Source: an optimization exercise on an open RTL-to-GDS flow (aim: small area and a short achievable clock period). Production flows keep margins and buffers that such runs may drop.
Where RTL was checked, it was by simulation tests only, not by an equivalence proof against the original.
No activity file was given, so power comes from the tool's default toggle rates.

// PE
module PE (
    input  wire               clk,
    input  wire               rst,
    input  wire               en,
    input  wire               mode_residual,
    input  wire signed [15:0] input_data,
    input  wire signed [15:0] weight_data,
    input  wire signed [15:0] residual_data,
    output reg  signed [15:0] output_data,
    output wire               input_sparse,
    output wire               weight_sparse,
    output wire               computation_skipped,
    output reg         [15:0] sparse_count,
    output reg         [15:0] total_count
);
Settings: LEC_CHECK=0, CAP_MARGIN=20, CORE_MARGIN=2, CORE_UTILIZATION=40, PLACE_DENSITY=0.6, SETUP_SLACK_MARGIN=3.6, SLEW_MARGIN=20, SYNTH_HIERARCHICAL=1, SYNTH_MINIMUM_KEEP_SIZE=0; clock period 8.0 ns.
standard.sh (not shown) runs the stock make flow with config.mk's settings and CLKGATE_MAP_FILE= SYNTH_SCRIPT=/design/flow/synth_recipe.tcl, a recipe that flattens the netlist after the stock synthesis.
==> flow/flow/run.sh <==
#!/bin/bash
# Standard ORFS layout with two changes:
#  - port buffers use the smallest buffer cell (buffer_ports' default pick is clkdlybuf4s50_1);
#  - after synthesis every combinational cell starts at drive strength 1 (flow/downsize.tcl),
#    and timing repair sizes up only what the timing needs.
set -euo pipefail
export BUFFER_PORTS_ARGS="-buffer_cell sky130_fd_sc_hd__buf_1"
export POST_SYNTH_TCL="$(pwd)/flow/downsize.tcl"
bash standard.sh finish > standard_flow.log 2>&1
==> flow/flow/downsize.tcl <==
# Sourced after the synthesized netlist is loaded (POST_SYNTH_TCL): set every
# combinational cell to its smallest (_1) drive strength; the later timing repair
# sizes up the cells that need it. Flip-flops are left as synthesis made them.
set db [ord::get_db]
set n 0
foreach inst [[ord::get_db_block] getInsts] {
  set m [[$inst getMaster] getName]
  if {[regexp {^(sky130_fd_sc_hd__[a-z0-9]+)_([0-9]+)$} $m -> base d]} {
    if {[string match "*__df*" $base] || [string match "*__dl*" $base] || [string match "*__sdf*" $base]} { continue }
    if {$d > 1} {
      set nm [$db findMaster ${base}_1]
      if {$nm ne "NULL" && $nm ne ""} { $inst swapMaster $nm; incr n }
    }
  }
}
puts "downsize.tcl: set $n cells to drive strength 1"
Next try:
SETUP_SLACK_MARGIN = 3.3   (was 3.6)
What happened: Synthesized cell count stays the same; count of clock-buffer cells in the layout does not change; routed wire length drops by about 1.1%; die area does not change; clock skew stays flat; utilization went down by 1.8 points; sequential cell count is unchanged; non-clock buffer count shrinks by 10; total power shrinks by about 3.5%; cell count shrinks by 0.94%.
Next try:
SETUP_SLACK_MARGIN = 3   (was 3.3)
Cell count decreases by 2.0%.
Worst setup slack loses 0.20 ns.
Synthesized cell count stays the same.
Core utilization shrinks by 1.7 points.


PE, a different RTL version from the one above (not shown whole).
Size: about 690 cells after synthesis, ~100 I/O pins, roughly 7300 um^2 of cells after synthesis.
clock: 8.0 ns
lec_check: 0
cap_margin: 20
core_margin: 2
core_utilization: 40
cts_buf_list: sky130_fd_sc_hd__clkbuf_8
place_density: 0.6
setup_slack_margin: 3.5
slew_margin: 20
synth_hierarchical: 1
synth_minimum_keep_size: 0
Scripts as last shown in full above: flow/flow/run.sh, flow/flow/downsize.tcl
The baseline went through all stages and came out clean.
Change:
- CTS_BUF_LIST: sky130_fd_sc_hd__clkbuf_8 -> not set
- PLACE_DENSITY: 0.6 -> 0.5
- The new run finished clean
- hold slack is better by 0.0034 ns
- sequential share of layout area is lower by 0.53 points
- combinational power hardly moves
- cell count came out higher by 0.48%
- non-clock buffer count is higher by 4
- worst setup slack loses 0.052 ns
- final area went up by 2.4%
- first-iteration DRC count goes down by 11%
- clock-buffer cell count drops by 2
- wire length climbs by 9.1%
Change:
- PLACE_DENSITY: 0.5 -> 0.7
Result:
- register-to-register slack stays flat
- die area is unchanged
- clock power shrinks by 4.7%
- clock-buffer cell count grows by 2
- worst hold slack stays flat
- synthesized cell count stays the same
- total power shrinks by 0.92%
- design area shrinks by 0.69%
- sequential power grows by about 1%
- worst setup slack improves by 0.018 ns
- clock skew hardly moves
No run of this note included a check of the RTL's function; only the layout flow was run.


PE, a different RTL version from the one above (not shown whole).
Size: roughly 660 cells after synthesis, roughly 100 I/O pins.
==> flow/config.mk <==
export PLATFORM = sky130hd
export DESIGN_NAME = PE
export DESIGN_NICKNAME = PE
export VERILOG_FILES = /design/flow/design.v
export SDC_FILE = /design/flow/constraint.sdc
export NUM_CORES = 4
export LEC_CHECK = 0
export CAP_MARGIN = 20
export CORE_MARGIN = 2
export CORE_UTILIZATION = 40
export PLACE_DENSITY = 0.6
export SETUP_SLACK_MARGIN = 3
export SLEW_MARGIN = 20
export SYNTH_HIERARCHICAL = 1
export SYNTH_MINIMUM_KEEP_SIZE = 0
==> flow/constraint.sdc <==
create_clock -name core_clock -period 8.0 [get_ports {clk}]
set_input_delay 1.6000 -clock core_clock [delete_from_list [all_inputs] [get_ports {clk}]]
set_output_delay 1.6000 -clock core_clock [all_outputs]
set_load 0.01 [all_outputs]
Scripts as last shown in full above: flow/flow/run.sh, flow/flow/downsize.tcl
The starting point finished clean.
==> next run, changes <==
==> flow/flow/run.sh (replaced) <==
#!/bin/bash
# Standard ORFS layout, with port buffers of the smallest buffer cell
# (instead of buffer_ports' default pick, clkdlybuf4s50_1).
set -euo pipefail
export BUFFER_PORTS_ARGS="-buffer_cell sky130_fd_sc_hd__buf_1"
bash standard.sh finish > standard_flow.log 2>&1
--- a/flow/config.mk
+++ b/flow/config.mk
@@ -12 +12 @@
-export SETUP_SLACK_MARGIN = 3
+export SETUP_SLACK_MARGIN = 4
removed: flow/flow/downsize.tcl
The new run passed the timing, design-rule and antenna checks.
Die area is higher by 1.6%.
Core utilization is higher by 2.7 points.
Total power is higher by about 4%.
Worst setup slack improved by 0.28 ns.
Fmax is higher by about 6%.
No functional check of the RTL was part of any run of this note.


Another version of the RTL of PE (not shown whole).
For scale: ~680 cells after synthesis, ~100 I/O pins.
## PE
module PE (
    input  wire               clk,
    input  wire               rst,
    input  wire               en,
    input  wire               mode_residual,
    input  wire signed [15:0] input_data,
    input  wire signed [15:0] weight_data,
    input  wire signed [15:0] residual_data,
    output reg  signed [15:0] output_data,
    output wire               input_sparse,
    output wire               weight_sparse,
    output wire               computation_skipped,
    output reg         [15:0] sparse_count,
    output reg         [15:0] total_count
);
    assign input_sparse  = (input_data[15:4] == 12'h000) |
                           ((input_data[15:4] == 12'hfff) & (input_data[3:0] != 4'h0));
    assign weight_sparse = (weight_data[15:4] == 12'h000) |
                           ((weight_data[15:4] == 12'hfff) & (weight_data[3:0] != 4'h0));
    assign computation_skipped = input_sparse | weight_sparse;
    wire skip = computation_skipped;
    wire mac = en & ~skip;
    reg  [15:0] acc_s;
    reg  [15:0] acc_c;
    reg         acc_x;
    wire pp_0_0;    
    nd2 u_pp0_0 (.a(input_data[0]), .b(weight_data[0]), .y(pp_0_0));
    wire pp_0_1;    
    nd2 u_pp0_1 (.a(input_data[0]), .b(weight_data[1]), .y(pp_0_1));
    wire pp_0_2;    
    nd2 u_pp0_2 (.a(input_data[0]), .b(weight_data[2]), .y(pp_0_2));
    wire pp_0_3;    
    nd2 u_pp0_3 (.a(input_data[0]), .b(weight_data[3]), .y(pp_0_3));
    wire pp_0_4;    
    nd2 u_pp0_4 (.a(input_data[0]), .b(weight_data[4]), .y(pp_0_4));
    wire pp_0_5;    
    nd2 u_pp0_5 (.a(input_data[0]), .b(weight_data[5]), .y(pp_0_5));
    wire pp_0_6;    
    nd2 u_pp0_6 (.a(input_data[0]), .b(weight_data[6]), .y(pp_0_6));
    wire pp_0_7;    
    nd2 u_pp0_7 (.a(input_data[0]), .b(weight_data[7]), .y(pp_0_7));
    wire pp_0_8;    
    nd2 u_pp0_8 (.a(input_data[0]), .b(weight_data[8]), .y(pp_0_8));
    wire pp_0_9;    
    nd2 u_pp0_9 (.a(input_data[0]), .b(weight_data[9]), .y(pp_0_9));
    wire pp_0_10;    
  ...
Settings: LEC_CHECK=0, CAP_MARGIN=20, CORE_MARGIN=2, CORE_UTILIZATION=40, CTS_BUF_LIST=sky130_fd_sc_hd__clkbuf_4 sky130_fd_sc_hd__clkbuf_8, PLACE_DENSITY=0.6, SETUP_SLACK_MARGIN=3.5, SLEW_MARGIN=20, SYNTH_HIERARCHICAL=1, SYNTH_MINIMUM_KEEP_SIZE=0; clock period 8.0 ns.
==> flow/flow/run.sh <==
#!/bin/bash
# Standard ORFS layout with two changes:
#  - port buffers use the smallest buffer cell (buffer_ports' default pick is clkdlybuf4s50_1);
#  - after synthesis every combinational cell starts at drive strength 1 (flow/downsize.tcl),
#    and timing repair sizes up only what the timing needs.
set -euo pipefail
export BUFFER_PORTS_ARGS="-buffer_cell sky130_fd_sc_hd__buf_1"
export POST_SYNTH_TCL="$(pwd)/flow/downsize.tcl"
bash standard.sh finish > standard_flow.log 2>&1
==> flow/flow/downsize.tcl <==
# Sourced after the synthesized netlist is loaded (POST_SYNTH_TCL): set every
# combinational cell to its smallest (_1) drive strength; the later timing repair
# sizes up the cells that need it. Flip-flops are left as synthesis made them.
set db [ord::get_db]
set n 0
foreach inst [[ord::get_db_block] getInsts] {
  set m [[$inst getMaster] getName]
  if {[regexp {^(sky130_fd_sc_hd__[a-z0-9]+)_([0-9]+)$} $m -> base d]} {
    if {[string match "*__df*" $base] || [string match "*__dl*" $base] || [string match "*__sdf*" $base]} { continue }
    if {$d > 1} {
      set nm [$db findMaster ${base}_1]
      if {$nm ne "NULL" && $nm ne ""} { $inst swapMaster $nm; incr n }
    }
  }
}
puts "downsize.tcl: set $n cells to drive strength 1"
Then changed:
CTS_BUF_LIST = sky130_fd_sc_hd__clkbuf_8   (was sky130_fd_sc_hd__clkbuf_4 sky130_fd_sc_hd__clkbuf_8)
Effect:
- The changed run went through all stages and came out clean
- power is unchanged
- worst hold slack does not change
- sequential share of layout area does not change
Then changed:
TNS_END_PERCENT = 50   (was not set)
=> The changed run finished clean. First-iteration DRC count is unchanged. Clock skew is unchanged. Flip-flop and latch count stays the same.

[static timing again, ports no longer ideal]
The flow's constraints put no driver on any port. The routed layouts listed below were extracted and timed again, unchanged, in two steps.
Step 1 assumes that a clkbuf_16 drives the clock port and a buf_2 every other input.
Step 2 times the ports against the registers' clock, not the clock port: input delays grow and output delays shrink by t, the midpoint of the rising clock arrivals with the driver on.
Three values: ideal ports, drivers, drivers and shift; two values: the first two.
run | shift t [ns] | setup WS [ns] | hold slack, ns
the first run of note 1 | 0.374 | 3.309 / 3.299 / 2.925 | 0.465 / 0.465 / 0.465
the second run of note 1 | 0.380 | 3.314 / 3.331 / 2.951 | 0.467 / 0.467 / 0.467
the third run of note 1 | 0.380 | 3.117 / 3.134 / 2.754 | 0.466 / 0.466 / 0.466
the first run of note 2 | 0.394 | 3.551 / 3.529 / 3.212 | 0.471 / 0.471 / 0.471
the second run of note 2 | 0.377 | 3.499 / 3.479 / 3.146 | 0.474 / 0.474 / 0.474
the third run of note 2 | 0.380 | 3.517 / 3.518 / 3.158 | 0.472 / 0.472 / 0.472
the first run of note 3 | 0.366 | 3.069 / 3.048 / 2.740 | 0.468 / 0.468 / 0.468
the second run of note 3 | 0.360 | 3.353 / 3.349 / 2.989 | 0.472 / 0.472 / 0.472
the first run of note 4 | 0.388 | 3.559 / 3.538 / 3.200 | 0.470 / 0.470 / 0.470
the second run of note 4 | 0.388 | 3.559 / 3.538 / 3.200 | 0.470 / 0.470 / 0.470
the third run of note 4 | 0.388 | 3.559 / 3.538 / 3.200 | 0.470 / 0.470 / 0.470
After both steps every run listed still meets setup and hold. The setup slack of the first run of note 1, which loses most, moves by -0.010 ns with the drivers and by -0.384 ns with both steps.
